Context: an optimization exercise on an open-source flow, tuned for small area, a short achievable clock period and few clock cycles. The choices shown serve that exercise and are no tape-out recipe. In this exercise RTL edits were held to simulation tests only and were not proved equivalent to the original. No activity file was given, so power comes from the tool's default toggle rates.

$ cat flow/design.v
`timescale 1ns / 1ps
`timescale 1ns / 1ps
 `timescale 1ns / 1ps
module ALU(
    input wire [31:0] Operand1,
    input wire [31:0] Operand2,
    input wire [3:0] AluContrl,
    output reg [31:0] AluOut
    );
    wire signed [31:0] Operand1S = $signed(Operand1);
    wire signed [31:0] Operand2S = $signed(Operand2);
    always@(*)
    case(AluContrl)
        4'd0:        AluOut<=Operand1<<(Operand2[4:0]);
        4'd1:        AluOut<=Operand1>>(Operand2[4:0]);
        4'd2:        AluOut<=Operand1S >>> (Operand2[4:0]);
        4'd3:        AluOut<=Operand1 + Operand2; 
        4'd4:        AluOut<=Operand1 - Operand2;
        4'd5:        AluOut<=Operand1 ^ Operand2;
        4'd6:         AluOut<=Operand1 | Operand2;   
        4'd7:        AluOut<=Operand1 & Operand2;
        4'd8:        AluOut<=Operand1S < Operand2S ? 32'd1:32'd0;
        4'd9:       AluOut<=Operand1 < Operand2 ? 32'd1:32'd0;
        4'd10:        AluOut<={ Operand2[31:12],12'b0 };
        default:    AluOut <= 32'hxxxxxxxx;                          
    endcase
endmodule
`timescale 1ns / 1ps
 `timescale 1ns / 1ps
module BranchDecisionMaking(
    input wire [2:0] BranchTypeE,
    input wire [31:0] Operand1,Operand2,
    output reg BranchE
    );
wire signed [31:0] Operand1S = $signed(Operand1);
wire signed [31:0] Operand2S = $signed(Operand2);
    always@(*)
    case(BranchTypeE)
    3'd1:    if(Operand1==Operand2)      BranchE<=1'b1;   
            else                        BranchE<=1'b0;
    3'd2:    if(Operand1!=Operand2)      BranchE<=1'b1;   
            else                        BranchE<=1'b0;   
    3'd3:    if(Operand1S<Operand2S)     BranchE<=1'b1;   
            else                        BranchE<=1'b0;
    3'd4:   if(Operand1<Operand2)       BranchE<=1'b1;   
            else                        BranchE<=1'b0;
    3'd5:    if(Operand1S>=Operand2S)    BranchE<=1'b1;   
            else                        BranchE<=1'b0;
    3'd6:   if(Operand1>=Operand2)      BranchE<=1'b1;   
            else                        BranchE<=1'b0;
    default:                            BranchE<=1'b0;   
    endcase
endmodule
`timescale 1ns / 1ps
 `timescale 1ns / 1ps
module ControlUnit(
    input wire [6:0] Op,
    input wire [2:0] Fn3,
    input wire [6:0] Fn7,
    output wire JalD,
    output wire JalrD,
    output reg [2:0] RegWriteD,
    output wire MemToRegD,
    output reg [3:0] MemWriteD,
    output wire LoadNpcD,
    output reg [1:0] RegReadD,
    output reg [2:0] BranchTypeD,
    output reg [3:0] AluContrlD,
    output wire [1:0] AluSrc2D,
    output wire AluSrc1D,
    output reg [2:0] ImmType        
    );
    assign LoadNpcD = JalD | JalrD;
    assign JalD = (Op==7'b1101111)?1'b1:1'b0;
    assign JalrD = (Op==7'b1100111)?1'b1:1'b0;
    assign MemToRegD = (Op==7'b0000011)?1'b1:1'b0;
    assign AluSrc1D = (Op==7'b0010111)?1'b1:1'b0;
    assign AluSrc2D = ( (Op==7'b0010011)&&(Fn3[1:0]==2'b01) )?(2'b01):(((Op==7'b0110011)||(Op==7'b1100011))?2'b00:2'b10);
    always@(*)
    begin
        case(ImmType)
        3'd0: RegReadD = 2'b11;
        3'd1: RegReadD = 2'b10;
        3'd2: RegReadD = 2'b11;
        3'd3: RegReadD = 2'b11;
        3'd4: RegReadD = 2'b00;
        3'd5: RegReadD = 2'b00;
        default:RegReadD = 2'b00;                                      
        endcase
    end   
    always@(*)
    begin
        if(Op==7'b1100011)       
        begin    
            case(Fn3)
            3'b000:BranchTypeD<=3'd1;     
            3'b001:BranchTypeD<=3'd2;     
            3'b100:BranchTypeD<=3'd3;     
            3'b101:BranchTypeD<=3'd5;     
            3'b110:BranchTypeD<=3'd4;     
            default:BranchTypeD<=3'd6;     
            endcase
        end
        else BranchTypeD <= 3'd0;
    end
    always@(*)
    case(Op)
        7'b0010011:begin    
            RegWriteD<=3'd3;
            MemWriteD<=4'b0000;
            ImmType<=3'd1;
            case(Fn3)
                3'b000:AluContrlD<=4'd3;   
                3'b001:AluContrlD<=4'd0;   
                3'b010:AluContrlD<=4'd8;   
                3'b011:AluContrlD<=4'd9;    
                3'b100:AluContrlD<=4'd5;     
                3'b101:
                    if(Fn7[5]==1)
                        AluContrlD<=4'd2;    
                    else
                        AluContrlD<=4'd1;    
                3'b110:AluContrlD<=4'd6;    
                default:AluContrlD<=4'd7;     
            endcase
        end
        7'b0110011:begin     
            RegWriteD<=3'd3;
            MemWriteD<=4'b0000;
            ImmType<=3'd0;
            case(Fn3)
                3'b000:begin
                    if(Fn7[5]==1)
                        AluContrlD<=4'd4;    
                    else
                        AluContrlD<=4'd3;    
                end
                3'b001:AluContrlD<=4'd0;     
                3'b010:AluContrlD<=4'd8;     
                3'b011:AluContrlD<=4'd9;     
                3'b100:AluContrlD<=4'd5;     
                3'b101:begin
                    if(Fn7[5]==1)
                        AluContrlD<=4'd2;    
                    else
                        AluContrlD<=4'd1;    
                end  
                3'b110:AluContrlD<=4'd6;     
                default:AluContrlD<=4'd7;     
            endcase
        end
        7'b0000011:begin    
            MemWriteD<=4'b0000;
            AluContrlD<=4'd3;
            ImmType<=3'd1;
            case(Fn3)
                3'b000:RegWriteD<=3'd1;     
                3'b001:RegWriteD<=3'd2;     
                3'b010:RegWriteD<=3'd3;     
                3'b100:RegWriteD<=3'd4;     
                default:RegWriteD<=3'd5;     
            endcase
        end
        7'b0100011:begin    
            RegWriteD<=3'b0;
            AluContrlD<=4'd3;
            ImmType<=3'd2; 
            case(Fn3)
                3'b000:MemWriteD<=4'b0001;     
                3'b001:MemWriteD<=4'b0011;     
                default:MemWriteD<=4'b1111;    
            endcase
        end
        7'b0110111:begin     
            RegWriteD<=3'd3;
            MemWriteD<=4'b0000;
            AluContrlD<=4'd10;
            ImmType<=3'd4;     
        end 
        7'b0010111:begin     
            RegWriteD<=3'd3;
            MemWriteD<=4'b0000;
            AluContrlD<=4'd3;
            ImmType<=3'd4;
        end
        7'b1101111:begin     
            RegWriteD<=3'd3;
            MemWriteD<=4'b0000;
            AluContrlD<=4'd3;
            ImmType<=3'd5;       
        end
        7'b1100111:begin     
            RegWriteD<=3'd3;
            MemWriteD<=4'b0000;
            AluContrlD<=4'd3;
            ImmType<=3'd1;         
        end
        7'b1100011:begin     
            RegWriteD<=3'b0;
            MemWriteD<=4'b0000;
            ImmType<=3'd3;
            AluContrlD<=4'd3;   
        end
        default:begin        
            RegWriteD<=3'b0;
            MemWriteD<=4'b0000;
            AluContrlD<=4'd3;
            ImmType<=3'd1;
        end
    endcase
endmodule
`timescale 1ns / 1ps
 `timescale 1ns / 1ps
module DataExt(
    input wire [31:0] IN,
    input wire [1:0] LoadedBytesSelect,
    input wire [2:0] RegWriteW,
    output reg [31:0] OUT
    );
    wire [31:0] LB_IN;
    wire [31:0] LH_IN;
    assign LB_IN = (IN >> (LoadedBytesSelect * 32'h08)) & 32'h000000ff;
    assign LH_IN = (IN >> (LoadedBytesSelect * 32'h08)) & 32'h0000ffff;
    always @(*)
    begin
        case(RegWriteW)
            3'd1:	OUT<={{24{LB_IN[7]}},LB_IN[7:0]};
            3'd2:    OUT<={{16{LH_IN[15]}},LH_IN[15:0]};
            3'd3:    OUT<=IN;
            3'd4:   OUT<={24'b0,LB_IN[7:0]};
            3'd5:   OUT<={16'b0,LH_IN[15:0]};
            default:OUT = 32'hxxxxxxxx;
        endcase
    end
endmodule
`timescale 1ns / 1ps
 `timescale 1ns / 1ps
module ImmOperandUnit(
    input wire [31:7] In,
    input wire [2:0] Type,
    output reg [31:0] Out
    );
    always@(*)
    begin
        case(Type)
            3'd1: Out<={ {21{In[31]}}, In[30:20] };
            3'd2: Out<={ {21{In[31]}}, In[30:25], In[11:7] };
            3'd3: Out<={ {20{In[31]}}, In[7], In[30:25], In[11:8], 1'b0 };
            3'd4: Out<={ In[31:12], 12'b0 };
            3'd5: Out<={ {12{In[31]}}, In[19:12], In[20], In[30:21], 1'b0 };
            default:Out<=32'hxxxxxxxx;
        endcase
    end
endmodule
`timescale 1ns / 1ps
module RegisterFile(
    input wire clk,
    input wire rst,
    input wire WE3,
    input wire [4:0] A1,
    input wire [4:0] A2,
    input wire [4:0] A3,
    input wire [31:0] WD3,
    output wire [31:0] RD1,
    output wire [31:0] RD2
    );
    reg [31:0] RegFile[31:1];
    integer i;
    always@(negedge clk or posedge rst) 
    begin 
        if(rst)                                 for(i=1;i<32;i=i+1) RegFile[i][31:0]<=32'b0;
        else if( (WE3==1'b1) && (A3!=5'b0) )    RegFile[A3]<=WD3;   
    end
    assign RD1= (A1==5'b0)?32'b0:RegFile[A1];
    assign RD2= (A2==5'b0)?32'b0:RegFile[A2];
endmodule
`timescale 1ns / 1ps
module NPC_Generator(
    input wire [31:0] PCF,JalrTarget, BranchTarget, JalTarget,
    input wire BranchE,JalD,JalrE,
    output reg [31:0] PC_In,
    input wire PredictF,
    input wire [31:0] PrNPCF,
    input wire [1:0] PrWrong,
    input wire [31:0] PCE
    );
    always @(*)
    begin
        if(JalrE)
            PC_In <= JalrTarget;
        else if(PrWrong[0])
            PC_In <= BranchTarget;
        else if(PrWrong[1])
            PC_In <= PCE + 4;
        else if(JalD)
            PC_In <= JalTarget;
        else if(PredictF)
            PC_In <= PrNPCF;
        else
            PC_In <= PCF+4;
    end
endmodule
`timescale 1ns / 1ps
module HarzardUnit(
    input wire CpuRst, ICacheMiss, DCacheMiss, 
    input wire BranchE, JalrE, JalD, 
    input wire [4:0] Rs1D, Rs2D, Rs1E, Rs2E, RdE, RdM, RdW,
    input wire [1:0] RegReadE,
    input wire [2:0] MemToRegE, RegWriteM, RegWriteW,
    output reg StallF, FlushF, StallD, FlushD, StallE, FlushE, StallM, FlushM, StallW, FlushW,
    output reg [1:0] Forward1E, Forward2E,
    input wire PredictE,
    input wire [31:0] PrNPCE,
    input wire [31:0] BrNPC,
    output wire [1:0] PrWrong
    );
    assign PrWrong[0] = (BranchE && !PredictE) || (BranchE && PredictE && BrNPC != PrNPCE);
    assign PrWrong[1] = !BranchE && PredictE;
    always @ (*)
        if(CpuRst)
            {StallF,FlushF,StallD,FlushD,StallE,FlushE,StallM,FlushM,StallW,FlushW} <= 10'b0101010101;
        else if(DCacheMiss | ICacheMiss)
            {StallF,FlushF,StallD,FlushD,StallE,FlushE,StallM,FlushM,StallW,FlushW} <= 10'b1010101010;
        else if(PrWrong != 0 | JalrE)
            {StallF,FlushF,StallD,FlushD,StallE,FlushE,StallM,FlushM,StallW,FlushW} <= 10'b0001010000;
        else if(MemToRegE & ((RdE==Rs1D)||(RdE==Rs2D)) )
            {StallF,FlushF,StallD,FlushD,StallE,FlushE,StallM,FlushM,StallW,FlushW} <= 10'b1010010000;
        else if(JalD)
            {StallF,FlushF,StallD,FlushD,StallE,FlushE,StallM,FlushM,StallW,FlushW} <= 10'b0001000000;
        else
            {StallF,FlushF,StallD,FlushD,StallE,FlushE,StallM,FlushM,StallW,FlushW} <= 10'b0000000000;
    always@(*)begin
        if( (RegWriteM!=3'b0) && (RegReadE[1]!=0) && (RdM==Rs1E) &&(RdM!=5'b0) )
            Forward1E<=2'b10;
        else if( (RegWriteW!=3'b0) && (RegReadE[1]!=0) && (RdW==Rs1E) &&(RdW!=5'b0) )
            Forward1E<=2'b01;
        else
            Forward1E<=2'b00;
    end
    always@(*)begin
        if( (RegWriteM!=3'b0) && (RegReadE[0]!=0) && (RdM==Rs2E) &&(RdM!=5'b0) )
            Forward2E<=2'b10;
        else if( (RegWriteW!=3'b0) && (RegReadE[0]!=0) && (RdW==Rs2E) &&(RdW!=5'b0) )
            Forward2E<=2'b01;
        else
            Forward2E<=2'b00;
    end      
endmodule
`timescale 1ns / 1ps
module BHT(
    input wire clk,
    input wire rst,
    input wire [31:0] PCF,
    input wire [31:0] PCE,
    input wire BranchE,
    input wire [31:0] BranchTarget,
    output reg PredictF,
    output wire [31:0] PredictTarget
    );
    localparam LEN = 4;
    localparam SIZE = 1 << LEN;
    reg [31:0] BranchPC [0:SIZE-1];
    reg [31:0] PredictPC [0:SIZE-1];
    reg [1:0] State [0:SIZE-1];
    wire [LEN-1:0] PCF_Index = PCF[LEN+1:2];
    wire [LEN-1:0] PCE_Index = PCE[LEN+1:2];
    assign PredictTarget = PredictPC[PCF_Index];
    always @ (*) begin
        if (State[PCF_Index][1] && (BranchPC[PCF_Index] == PCF))
            PredictF <= 1;
        else
            PredictF <= 0;
    end
    integer i;
    always @ (negedge clk or posedge rst) begin
        if (rst) begin
            for (i = 0; i < SIZE; i = i + 1) begin
                BranchPC[i] <= 0;
                PredictPC[i] <= 0;
                State[i] <= 0;
            end
        end
        else if (BranchE) begin
            BranchPC[PCE_Index] <= PCE;
            PredictPC[PCE_Index] <= BranchTarget;
            if (BranchPC[PCE_Index] == PCE) begin
                case(State[PCE_Index])
                    2'b00: State[PCE_Index] <= 2'b01;
                    2'b01: State[PCE_Index] <= 2'b11;
                    2'b10: State[PCE_Index] <= 2'b11;
                    2'b11: State[PCE_Index] <= 2'b11;
                endcase
            end
            else begin
                State[PCE_Index] <= 2'b10;
            end
        end
        else if (!BranchE && (BranchPC[PCE_Index] == PCE)) begin
            case(State[PCE_Index])
                2'b00: State[PCE_Index] <= 2'b00;
                2'b01: State[PCE_Index] <= 2'b00;
                2'b10: State[PCE_Index] <= 2'b00;
                2'b11: State[PCE_Index] <= 2'b10;
            endcase
        end
    end
endmodule
`timescale 1ns / 1ps
module IFSegReg(
    input wire clk,
    input wire en, clear,
    input wire [31:0] PC_In,
    output reg [31:0] PCF
    );
    always@(posedge clk)
        if(en) begin
            if(clear)
                PCF <= 0;
            else
                PCF <= PC_In;
        end
endmodule
`timescale 1ns / 1ps
module IDSegReg(
    input wire clk,
    input wire clear,
    input wire en,
    input wire [31:0] A,
    output wire [31:0] RD,
    output wire [31:0] IMemAddr,
    input wire [31:0] RD_raw,
    input wire [31:0] PCF,
    output reg [31:0] PCD,
    input wire PredictF,
    output reg PredictD,
    input wire [31:0] PrNPCF,
    output reg [31:0] PrNPCD
    );
    always @ (posedge clk) begin
        if (en) begin
            if (clear) begin
                PredictD <= 0;
                PrNPCD <= 0;
            end
            else begin
                PredictD <= PredictF;
                PrNPCD <= PrNPCF;
            end
        end
    end
    always@(posedge clk)
        if(en)
            PCD <= clear ? 0: PCF;
    assign IMemAddr = A;
    reg stall_ff;
    reg clear_ff;
    reg [31:0] RD_old;
    always @ (posedge clk)
    begin
        stall_ff<=~en;
        clear_ff<=clear;
        RD_old<=RD_raw;
    end
    assign RD = stall_ff ? RD_old : (clear_ff ? 32'b0 : RD_raw );
endmodule
`timescale 1ns / 1ps
module EXSegReg(
    input wire clk,
    input wire en,
    input wire clear,
    input wire [31:0] PCD,
    output reg [31:0] PCE, 
    input wire [31:0] JalNPC,
    output reg [31:0] BrNPC, 
    input wire [31:0] ImmD,
    output reg [31:0] ImmE,
    input wire [4:0] RdD,
    output reg [4:0] RdE,
    input wire [4:0] Rs1D,
    output reg [4:0] Rs1E,
    input wire [4:0] Rs2D,
    output reg [4:0] Rs2E,
    input wire [31:0] RegOut1D,
    output reg [31:0] RegOut1E,
    input wire [31:0] RegOut2D,
    output reg [31:0] RegOut2E,
    input wire JalrD,
    output reg JalrE,
    input wire [2:0] RegWriteD,
    output reg [2:0] RegWriteE,
    input wire MemToRegD,
    output reg MemToRegE,
    input wire [3:0] MemWriteD,
    output reg [3:0] MemWriteE,
    input wire LoadNpcD,
    output reg LoadNpcE,
    input wire [1:0] RegReadD,
    output reg [1:0] RegReadE, 
    input wire [2:0] BranchTypeD,
    output reg [2:0] BranchTypeE,
    input wire [4:0] AluContrlD,
    output reg [4:0] AluContrlE,
    input wire AluSrc1D,
    output reg AluSrc1E,
    input wire [1:0] AluSrc2D,
    output reg [1:0] AluSrc2E,
    input wire PredictD,
    output reg PredictE,
    input wire [31:0] PrNPCD,
    output reg [31:0] PrNPCE
    );
    always@(posedge clk) begin
        if(en)
            if(clear)
                begin
                PCE<=32'b0; 
                BrNPC<=32'b0; 
                ImmE<=32'b0;
                RdE<=32'b0;
                Rs1E<=5'b0;
                Rs2E<=5'b0;
                RegOut1E<=32'b0;
                RegOut2E<=32'b0;
                JalrE<=1'b0;
                RegWriteE<=1'b0;
                MemToRegE<=1'b0;
                MemWriteE<=1'b0;
                LoadNpcE<=1'b0;
                RegReadE<=2'b00;
                BranchTypeE <= 3'b0;
                AluContrlE<=5'b0;
                AluSrc1E<=1'b0; 
                AluSrc2E<=2'b0;
                PredictE <= 0;
                PrNPCE <= 0;
            end else begin
                PCE<=PCD; 
                BrNPC<=JalNPC; 
                ImmE<=ImmD;
                RdE<=RdD;
                Rs1E<=Rs1D;
                Rs2E<=Rs2D;
                RegOut1E<=RegOut1D;
                RegOut2E<=RegOut2D;
                JalrE<=JalrD;
                RegWriteE<=RegWriteD;
                MemToRegE<=MemToRegD;
                MemWriteE<=MemWriteD;
                LoadNpcE<=LoadNpcD;
                RegReadE<=RegReadD;
                BranchTypeE <= BranchTypeD;
                AluContrlE<=AluContrlD;
                AluSrc1E<=AluSrc1D;
                AluSrc2E<=AluSrc2D;         
                PredictE <= PredictD;
                PrNPCE <= PrNPCD;
            end
        end
endmodule
`timescale 1ns / 1ps
module MEMSegReg(
    input wire clk,
    input wire en,
    input wire clear,
    input wire [31:0] AluOutE,
    output reg [31:0] AluOutM, 
    input wire [31:0] ForwardData2,
    output reg [31:0] StoreDataM, 
    input wire [4:0] RdE,
    output reg [4:0] RdM,
    input wire [31:0] PCE,
    output reg [31:0] PCM,
    input wire [2:0] RegWriteE,
    output reg [2:0] RegWriteM,
    input wire MemToRegE,
    output reg MemToRegM,
    input wire [3:0] MemWriteE,
    output reg [3:0] MemWriteM,
    input wire LoadNpcE,
    output reg LoadNpcM
    );
    always@(posedge clk)
        if(en) begin
            AluOutM    <= clear ?     0 : AluOutE;
            StoreDataM <= clear ?     0 : ForwardData2;
            RdM        <= clear ?  5'h0 : RdE;
            PCM        <= clear ?     0 : PCE;
            RegWriteM  <= clear ?  3'h0 : RegWriteE;
            MemToRegM  <= clear ?  1'b0 : MemToRegE;
            MemWriteM  <= clear ?  4'b0 : MemWriteE;
            LoadNpcM   <= clear ?     0 : LoadNpcE;
        end
endmodule
`timescale 1ns / 1ps
module WBSegReg(
    input wire clk,
    input wire en,
    input wire clear,
    input wire [31:0] A,
    input wire [31:0] WD,
    input wire [3:0] WE,
    output wire [31:0] RD,
    output reg [1:0] LoadedBytesSelect,
    output wire [31:0] DMemAddr,
    output wire [3:0] DMemWE,
    output wire [31:0] DMemWD,
    input wire [31:0] RD_raw,
    input wire [31:0] ResultM,
    output reg [31:0] ResultW,
    input wire [4:0] RdM,
    output reg [4:0] RdW,
    input wire [2:0] RegWriteM,
    output reg [2:0] RegWriteW,
    input wire MemToRegM,
    output reg MemToRegW
    );
    always@(posedge clk)
        if(en) begin
            LoadedBytesSelect <= clear ? 2'b00 : A[1:0];
            RegWriteW         <= clear ?  1'b0 : RegWriteM;
            MemToRegW         <= clear ?  1'b0 : MemToRegM;
            ResultW           <= clear ?     0 : ResultM;
            RdW               <= clear ?  5'b0 : RdM;
        end
    wire [3:0] WE_shift = WE<<A[1:0];
    wire [31:0] WD_shift = WD<<(8*A[1:0]);
    assign DMemAddr = A;
    assign DMemWE = WE_shift;
    assign DMemWD = WD_shift;
    reg stall_ff;
    reg clear_ff;
    reg [31:0] RD_old;
    always @ (posedge clk)
    begin
        stall_ff<=~en;
        clear_ff<=clear;
        RD_old<=RD_raw;
    end
    assign RD = stall_ff ? RD_old : (clear_ff ? 32'b0 : RD_raw );
endmodule
`timescale 1ns / 1ps
module RV32Core(
    input wire CPU_CLK,
    input wire CPU_RST,
    output wire [31:0] IMemAddr,
    input wire [31:0] IMemData,
    output wire [31:0] DMemAddr,
    output wire [3:0] DMemWE,
    output wire [31:0] DMemWD,
    input wire [31:0] DMemRD
    );
    wire StallF, FlushF, StallD, FlushD, StallE, FlushE, StallM, FlushM, StallW, FlushW;
    wire [31:0] PC_In;
    wire [31:0] PCF;
    wire [31:0] Instr, PCD;
    wire JalD, JalrD, LoadNpcD, MemToRegD, AluSrc1D;
    wire [2:0] RegWriteD;
    wire [3:0] MemWriteD;
    wire [1:0] RegReadD;
    wire [2:0] BranchTypeD;
    wire [4:0] AluContrlD;
    wire [1:0] AluSrc2D;
    wire [2:0] RegWriteW;
    wire [4:0] RdW;
    wire [31:0] RegWriteData;
    wire [31:0] DM_RD_Ext;
    wire [2:0] ImmType;
    wire [31:0] ImmD;
    wire [31:0] JalNPC;
    wire [31:0] BrNPC; 
    wire [31:0] ImmE;
    wire [6:0] OpCodeD, Funct7D;
    wire [2:0] Funct3D;
    wire [4:0] Rs1D, Rs2D, RdD;
    wire [4:0] Rs1E, Rs2E, RdE;
    wire [31:0] RegOut1D;
    wire [31:0] RegOut1E;
    wire [31:0] RegOut2D;
    wire [31:0] RegOut2E;
    wire JalrE;
    wire [2:0] RegWriteE;
    wire MemToRegE;
    wire [3:0] MemWriteE;
    wire LoadNpcE;
    wire [1:0] RegReadE;
    wire [2:0] BranchTypeE;
    wire [3:0] AluContrlE;
    wire AluSrc1E;
    wire [1:0] AluSrc2E;
    wire [31:0] Operand1;
    wire [31:0] Operand2;
    wire BranchE;
    wire [31:0] AluOutE;
    wire [31:0] AluOutM; 
    wire [31:0] ForwardData1;
    wire [31:0] ForwardData2;
    wire [31:0] PCE;
    wire [31:0] StoreDataM; 
    wire [4:0] RdM;
    wire [31:0] PCM;
    wire [2:0] RegWriteM;
    wire MemToRegM;
    wire [3:0] MemWriteM;
    wire LoadNpcM;
    wire [31:0] DM_RD;
    wire [31:0] ResultM;
    wire [31:0] ResultW;
    wire MemToRegW;
    wire [1:0] Forward1E;
    wire [1:0] Forward2E;
    wire [1:0] LoadedBytesSelect;
    assign {Funct7D, Rs2D, Rs1D, Funct3D, RdD, OpCodeD} = Instr;
    assign JalNPC=ImmD+PCD;
    assign ForwardData1 = Forward1E[1]?(AluOutM):( Forward1E[0]?RegWriteData:RegOut1E );
    assign Operand1 = AluSrc1E?PCE:ForwardData1;
    assign ForwardData2 = Forward2E[1]?(AluOutM):( Forward2E[0]?RegWriteData:RegOut2E );
    assign Operand2 = AluSrc2E[1]?(ImmE):( AluSrc2E[0]?Rs2E:ForwardData2 );
    assign ResultM = LoadNpcM ? (PCM+4) : AluOutM;
    assign RegWriteData = ~MemToRegW?ResultW:DM_RD_Ext;
    wire PredictF, PredictD, PredictE;
    wire [1:0] PrWrong;
    wire [31:0] PrNPCF, PrNPCD, PrNPCE;
    BHT BTB1(
        .clk(CPU_CLK),
        .rst(CPU_RST),
        .PCF(PCF),
        .PCE(PCE),
        .BranchE(BranchE),
        .BranchTarget(BrNPC),
        .PredictF(PredictF),
        .PredictTarget(PrNPCF)
    );
    NPC_Generator NPC_Generator1(
        .PCF(PCF),
        .JalrTarget(AluOutE), 
        .BranchTarget(BrNPC), 
        .JalTarget(JalNPC),
        .BranchE(BranchE),
        .JalD(JalD),
        .JalrE(JalrE),
        .PC_In(PC_In),
        .PredictF(PredictF),
        .PrNPCF(PrNPCF),
        .PrWrong(PrWrong),
        .PCE(PCE)
    );
    IFSegReg IFSegReg1(
        .clk(CPU_CLK),
        .en(~StallF),
        .clear(FlushF), 
        .PC_In(PC_In),
        .PCF(PCF)
    );
    IDSegReg IDSegReg1(
        .clk(CPU_CLK),
        .clear(FlushD),
        .en(~StallD),
        .A(PCF),
        .RD(Instr),
        .IMemAddr(IMemAddr),
        .RD_raw(IMemData),
        .PCF(PCF),
        .PCD(PCD),
        .PredictF(PredictF),
        .PredictD(PredictD),
        .PrNPCF(PrNPCF),
        .PrNPCD(PrNPCD)
    );
    ControlUnit ControlUnit1(
        .Op(OpCodeD),
        .Fn3(Funct3D),
        .Fn7(Funct7D),
        .JalD(JalD),
        .JalrD(JalrD),
        .RegWriteD(RegWriteD),
        .MemToRegD(MemToRegD),
        .MemWriteD(MemWriteD),
        .LoadNpcD(LoadNpcD),
        .RegReadD(RegReadD),
        .BranchTypeD(BranchTypeD),
        .AluContrlD(AluContrlD),
        .AluSrc1D(AluSrc1D),
        .AluSrc2D(AluSrc2D),
        .ImmType(ImmType)
    );
    ImmOperandUnit ImmOperandUnit1(
        .In(Instr[31:7]),
        .Type(ImmType),
        .Out(ImmD)
    );
    RegisterFile RegisterFile1(
        .clk(CPU_CLK),
        .rst(CPU_RST),
        .WE3(|RegWriteW),
        .A1(Rs1D),
        .A2(Rs2D),
        .A3(RdW),
        .WD3(RegWriteData),
        .RD1(RegOut1D),
        .RD2(RegOut2D)
    );
    EXSegReg EXSegReg1(
        .clk(CPU_CLK),
        .en(~StallE),
        .clear(FlushE),
        .PCD(PCD),
        .PCE(PCE), 
        .JalNPC(JalNPC),
        .BrNPC(BrNPC), 
        .ImmD(ImmD),
        .ImmE(ImmE),
        .RdD(RdD),
        .RdE(RdE),
        .Rs1D(Rs1D),
        .Rs1E(Rs1E),
        .Rs2D(Rs2D),
        .Rs2E(Rs2E),
        .RegOut1D(RegOut1D),
        .RegOut1E(RegOut1E),
        .RegOut2D(RegOut2D),
        .RegOut2E(RegOut2E),
        .JalrD(JalrD),
        .JalrE(JalrE),
        .RegWriteD(RegWriteD),
        .RegWriteE(RegWriteE),
        .MemToRegD(MemToRegD),
        .MemToRegE(MemToRegE),
        .MemWriteD(MemWriteD),
        .MemWriteE(MemWriteE),
        .LoadNpcD(LoadNpcD),
        .LoadNpcE(LoadNpcE),
        .RegReadD(RegReadD),
        .RegReadE(RegReadE),
        .BranchTypeD(BranchTypeD),
        .BranchTypeE(BranchTypeE),
        .AluContrlD(AluContrlD),
        .AluContrlE(AluContrlE),
        .AluSrc1D(AluSrc1D),
        .AluSrc1E(AluSrc1E),
        .AluSrc2D(AluSrc2D),
        .AluSrc2E(AluSrc2E),
        .PredictD(PredictD),
        .PredictE(PredictE),
        .PrNPCD(PrNPCD),
        .PrNPCE(PrNPCE)
    	); 
    ALU ALU1(
        .Operand1(Operand1),
        .Operand2(Operand2),
        .AluContrl(AluContrlE),
        .AluOut(AluOutE)
    	);
    BranchDecisionMaking BranchDecisionMaking1(
        .BranchTypeE(BranchTypeE),
        .Operand1(Operand1),
        .Operand2(Operand2),
        .BranchE(BranchE)
        );
    MEMSegReg MEMSegReg1(
        .clk(CPU_CLK),
        .en(~StallM),
        .clear(FlushM),
        .AluOutE(AluOutE),
        .AluOutM(AluOutM), 
        .ForwardData2(ForwardData2),
        .StoreDataM(StoreDataM), 
        .RdE(RdE),
        .RdM(RdM),
        .PCE(PCE),
        .PCM(PCM),
        .RegWriteE(RegWriteE),
        .RegWriteM(RegWriteM),
        .MemToRegE(MemToRegE),
        .MemToRegM(MemToRegM),
        .MemWriteE(MemWriteE),
        .MemWriteM(MemWriteM),
        .LoadNpcE(LoadNpcE),
        .LoadNpcM(LoadNpcM)
    );
    WBSegReg WBSegReg1(
        .clk(CPU_CLK),
        .en(~StallW),
        .clear(FlushW),
        .A(AluOutM),
        .WD(StoreDataM),
        .WE(MemWriteM),
        .RD(DM_RD),
        .LoadedBytesSelect(LoadedBytesSelect),
        .DMemAddr(DMemAddr),
        .DMemWE(DMemWE),
        .DMemWD(DMemWD),
        .RD_raw(DMemRD),
        .ResultM(ResultM),
        .ResultW(ResultW), 
        .RdM(RdM),
        .RdW(RdW),
        .RegWriteM(RegWriteM),
        .RegWriteW(RegWriteW),
        .MemToRegM(MemToRegM),
        .MemToRegW(MemToRegW)
    );
    DataExt DataExt1(
        .IN(DM_RD),
        .LoadedBytesSelect(LoadedBytesSelect),
        .RegWriteW(RegWriteW),
        .OUT(DM_RD_Ext)
    );
    HarzardUnit HarzardUnit1(
        .CpuRst(CPU_RST),
        .BranchE(BranchE),
        .JalrE(JalrE),
        .JalD(JalD),
        .Rs1D(Rs1D),
        .Rs2D(Rs2D),
        .Rs1E(Rs1E),
        .Rs2E(Rs2E),
        .RegReadE(RegReadE),
        .MemToRegE(MemToRegE),
        .RdE(RdE),
        .RdM(RdM),
        .RegWriteM(RegWriteM),
        .RdW(RdW),
        .RegWriteW(RegWriteW),
        .ICacheMiss(1'b0),
        .DCacheMiss(1'b0),
        .StallF(StallF),
        .FlushF(FlushF),
        .StallD(StallD),
        .FlushD(FlushD),
        .StallE(StallE),
        .FlushE(FlushE),
        .StallM(StallM),
        .FlushM(FlushM),
        .StallW(StallW),
        .FlushW(FlushW),
        .Forward1E(Forward1E),
        .Forward2E(Forward2E),
        .PredictE(PredictE),
        .PrNPCE(PrNPCE),
        .BrNPC(BrNPC),
        .PrWrong(PrWrong)
    	);    
endmodule
$ cat flow/run.sh
#!/bin/bash
# synth_recipe.tcl (not shown) runs the flow's synth.tcl, then flattens the netlist and writes it again
# the make line also repeats each setting of config.mk as NAME=value (left out here)
make -C /OpenROAD-flow-scripts/flow DESIGN_CONFIG=/design/flow/config.mk WORK_HOME=/design/flow/orfs CLKGATE_MAP_FILE= SYNTH_SCRIPT=/design/flow/synth_recipe.tcl finish
$ cat flow/config.mk
export PLATFORM = sky130hd
export DESIGN_NAME = RV32Core
export DESIGN_NICKNAME = RV32Core
export VERILOG_FILES = /design/flow/design.v
export SDC_FILE = /design/flow/constraint.sdc
export NUM_CORES = 4
export LEC_CHECK = 0
export CAP_MARGIN = 20
export CORE_MARGIN = 2
export CORE_UTILIZATION = 30
export SETUP_SLACK_MARGIN = 0.4
export SLEW_MARGIN = 20
$ cat flow/constraint.sdc
create_clock -name core_clock -period 17.0 [get_ports {CPU_CLK}]
set_input_delay 3.4000 -clock core_clock [delete_from_list [all_inputs] [get_ports {CPU_CLK}]]
set_output_delay 3.4000 -clock core_clock [all_outputs]
set_load 0.01 [all_outputs]
==> qor.yml <==
vias: 125400
post_drt_wl_per_cell_um: 36.32
die-height_um: 663.4
synth_ff_type: "dfrtn_1"
worstPathMaxFanout: 8
synth_edf_count: 97
gp_congestion: 1.035
core_um2: 433600
cts.clk_slew.worst_paths_ns: 0.06
reg2reg_to: "BTB1.PredictPC[1][22]$_DFFE_NP0P_"
synth-seq-cells: 2561
total_power_uw: 15610
postPlaceCellArea_um2: 142300
clk_path_buf_depth: 4
grt_use_met2_pct: 42.37
synth_area_per_cell_um2: 9.815
ys_seq_area_share_pct: 47.91
fin_area_um2: 157600
drc: 0
syn_area_um2: 130400
mostFrequentLayoutCells: "dfrtn_1, nand2_1, o21ai_0"
gr-total-overflow: 0
io_pins: 166
cp-endpoint: "BTB1.PredictPC[1][22]$_DFFE_NP0P_"
grt_use_met3_pct: 10.97
ys_top_cells_by_area: "dfrtn_1, mux2_2, dfxtp_1, o21ai_0, a22oi_1"
critPathMaxStageDelay_ns: 0.55
drt_wl_total_um: 709800
cp_data_required_time_ns: 9.22
relSlewSlack_pct: 13.07
cp_slowest_cell: "or4_4"
start_util_pct: 30.08
track_usage_pct: 29.85
nNetsFinal: 13720
cp-start-kind: "primary input"
p_sw_share_pct: 30.43
comb_power_share_pct: 15.6
dieArea_um2: 440100
hp-class: "reg2reg"
syn-num-nets: 13500
rsz0062_at_grt: "yes"
dp_hpwl_um: 441900
worstMarginPinSlew_ns: 1.304
final_common_cell: "dfrtn_1"
area_growth_pct: 20.82
dp_slack_ns: -1.338
portBuffers: 165
finalSetupViolations: 0
seqPwrFrac_pct: 41.1
drtPass1Iterations: 12
p_int_uw: 10860
viasPerCell: 6.419
cts_made_buffers: 295
drive_above_1_share_pct: 20.57
antenna_found_initial: 67
p_sw_uw: 4750
reg2reg_from: "WBSegReg1.RdW[1]$_SDFF_PP0_"
drv_cap: 0
cts-htree-levels: 5
cts_tree: "done"
p_per_area_nw_per_um2: 99.04
vdd_drop_max_mv: 0.08258
postSynth.asyncResetShare_pct: 79.97
yosysUniqueCellTypes: 103
synth_top_area_cell: "dfrtn_1"
path_class: "in2reg"
end_kind: "flop"
hold_violations: 0
arrival_ns: 9.02
clkLatencyLatePin_ns: 1.00
ant_nets: 0
drt_iter0_drc: 21160
status: "no timing/DRC/antenna violations"
setup_slack_ns: 0.2028
synth_top_area_share_pct: 39.29
ys_warn_count: 21
cts_root_buf: "clkbuf_16"
grt_pass1_vias: 116400
grt_max_degree: 157
r2r_cells: 24
globalRouteMet1Util_pct: 36.96
tns_ns: 0
power_frac_clock_pct: 43.3
numClockSinks: 2561
crit_start: "DMemRD[15]"
grt_pass1_wl_um: 940600
rows: 242
skew_ns: 0.1428
r2r_slack_ns: 1.08
fillers: 43140
dieWidth_um: 663.4
syn_inst: 13290
hold_buffers: 0
slew_viol_final: 0
power_leakage_uw: 0.06888
top_usage_layer: "met2"
## registers in the layout (all words and copies together), names as in the netlist, 32 cells and up
| register | flops |
|---|---|
| BTB1.BranchPC | 512 |
| BTB1.PredictPC | 512 |
| BTB1.State | 32 |
| EXSegReg1.BrNPC | 32 |
| EXSegReg1.ImmE | 32 |
| EXSegReg1.PCE | 32 |
| EXSegReg1.PrNPCE | 32 |
| EXSegReg1.RegOut1E | 32 |
| EXSegReg1.RegOut2E | 32 |
| IDSegReg1.PCD | 32 |
| IDSegReg1.PrNPCD | 32 |
| IDSegReg1.RD_old | 32 |
| IFSegReg1.PCF | 32 |
| MEMSegReg1.AluOutM | 32 |
| MEMSegReg1.PCM | 32 |
| MEMSegReg1.StoreDataM | 32 |
| RegisterFile1.RegFile | 992 |
| WBSegReg1.ResultW | 32 |
## power by group through the flow
stage / Combinational [µW] / Sequential, µW / Clock (µW)
final: 2430 / 6410 / 6760
after global placement: 2270 / 6510 / 0
after CTS: 2300 / 6400 / 6720
after global routing: 2480 / 6410 / 6980
after detailed placement: 2260 / 6510 / 0
after floorplan: 1140 / 6390 / 0
## synthesized netlist by cell type (all sizes together) (28+ instances only)
cell and n:
a211oi 107, a21o 49, a21oi 378, a221o 28, a221oi 338, a222oi 148
a22o 341, a22oi 802, a31oi 80, and2 201, and3 71, buf 331
clkbuf 921, dfrtn 2048, dfxtp 416, edfxtp 97, ha 137, inv 192
mux2 965, mux2i 199, nand2 1497, nand2b 99, nand3 263, nand3b 31
nand4 221, nor2 687, nor2b 103, nor3 191, nor4 57, o211ai 53
o21ai 1320, o221ai 58, o22ai 95, o2bb2ai 34, o31ai 43, or2 32
or3 30, xnor2 145, xor2 90
## critical path: cells and delay by family
family	cells	cell delay, ns
compound gates	5	1.02
fa+ha+maj	1	0.28
buf+inv	10	1.43
mux	3	1.18
simple gates	7	1.64
## what timing repair did
action,4_1_cts,5_1_grt
cloned,14,90
resized for setup,172,296
setup endpoints to repair,1056,1005
setup buffers,35,61
hold endpoints to repair,0,0
pin swaps,23,16
## area by class of cell
type / count / area [µm²] / share of cell area [%]
Sequential cell: 2561 / 62510 / 39.66
Clock buffer: 422 / 8647 / 5.487
Antenna cell: 61 / 152.6 / 0.09686
Multi-Input combinational cell: 9287 / 64660 / 41.03
Inverter: 197 / 765.7 / 0.4859
Timing Repair Buffer: 1176 / 12280 / 7.791
Clock inverter: 104 / 1401 / 0.8892
Tap cell: 5734 / 7174 / 4.553
## logic make-up after synthesis
logic type      Yosys count  share of synthesized area [%]
compound gates         4167                          21.96
simple gates           3559                          12.63
flops                  2561                          47.91
buf+inv                1449                          4.448
mux                    1177                          10.11
xor+xnor                235                          1.578
fa+ha+maj               141                          1.368
## metrics by stage
stage               std cells  util (%)  hold slack [ns]
floorplan               13290         -           0.4052
global placement        18750     32.81           0.4180
detailed placement      18750     32.81           0.4261
CTS                     19330     35.44           0.4231
global route            19510     36.33           0.4507
finish                  19540     36.34           0.4152
## worst min path at each step
stage / startpoint / to / slack, ns / cells past startpoint
after detailed placement: IDSegReg1.PrNPCD[17]$_SDFFCE_PP0N_ / EXSegReg1.PrNPCE[17]$_SDFF_PP0_ / 0.43 / 1
after CTS: MEMSegReg1.PCM[1]$_SDFF_PP0_ / WBSegReg1.ResultW[1]$_SDFF_PP0_ / 0.42 / 2
after floorplan: BTB1.PredictPC[0][24]$_DFFE_NP0P_ / BTB1.PredictPC[0][24]$_DFFE_NP0P_ / 0.41 / 2
final: IDSegReg1.PCD[30]$_SDFFCE_PP0N_ / EXSegReg1.PCE[30]$_SDFF_PP0_ / 0.42 / 1
after global placement: BTB1.PredictPC[0][24]$_DFFE_NP0P_ / BTB1.PredictPC[0][24]$_DFFE_NP0P_ / 0.42 / 2
after global routing: IDSegReg1.PrNPCD[12]$_SDFFCE_PP0N_ / EXSegReg1.PrNPCE[12]$_SDFF_PP0_ / 0.45 / 1
## routing by layer
| metal | up-vias | routed length, µm | part of all wire (%) |
|---|---|---|---|
| met5 | - | 290 | 0.041 |
| li1 | 49820 | - | - |
| met1 | 61880 | 254900 | 36 |
| met3 | 3115 | 100200 | 14 |
| met4 | 36 | 70690 | 10 |
| met2 | 10590 | 283700 | 40 |
Testbench counts, summed over its fixed seeds: cycles 66,167.
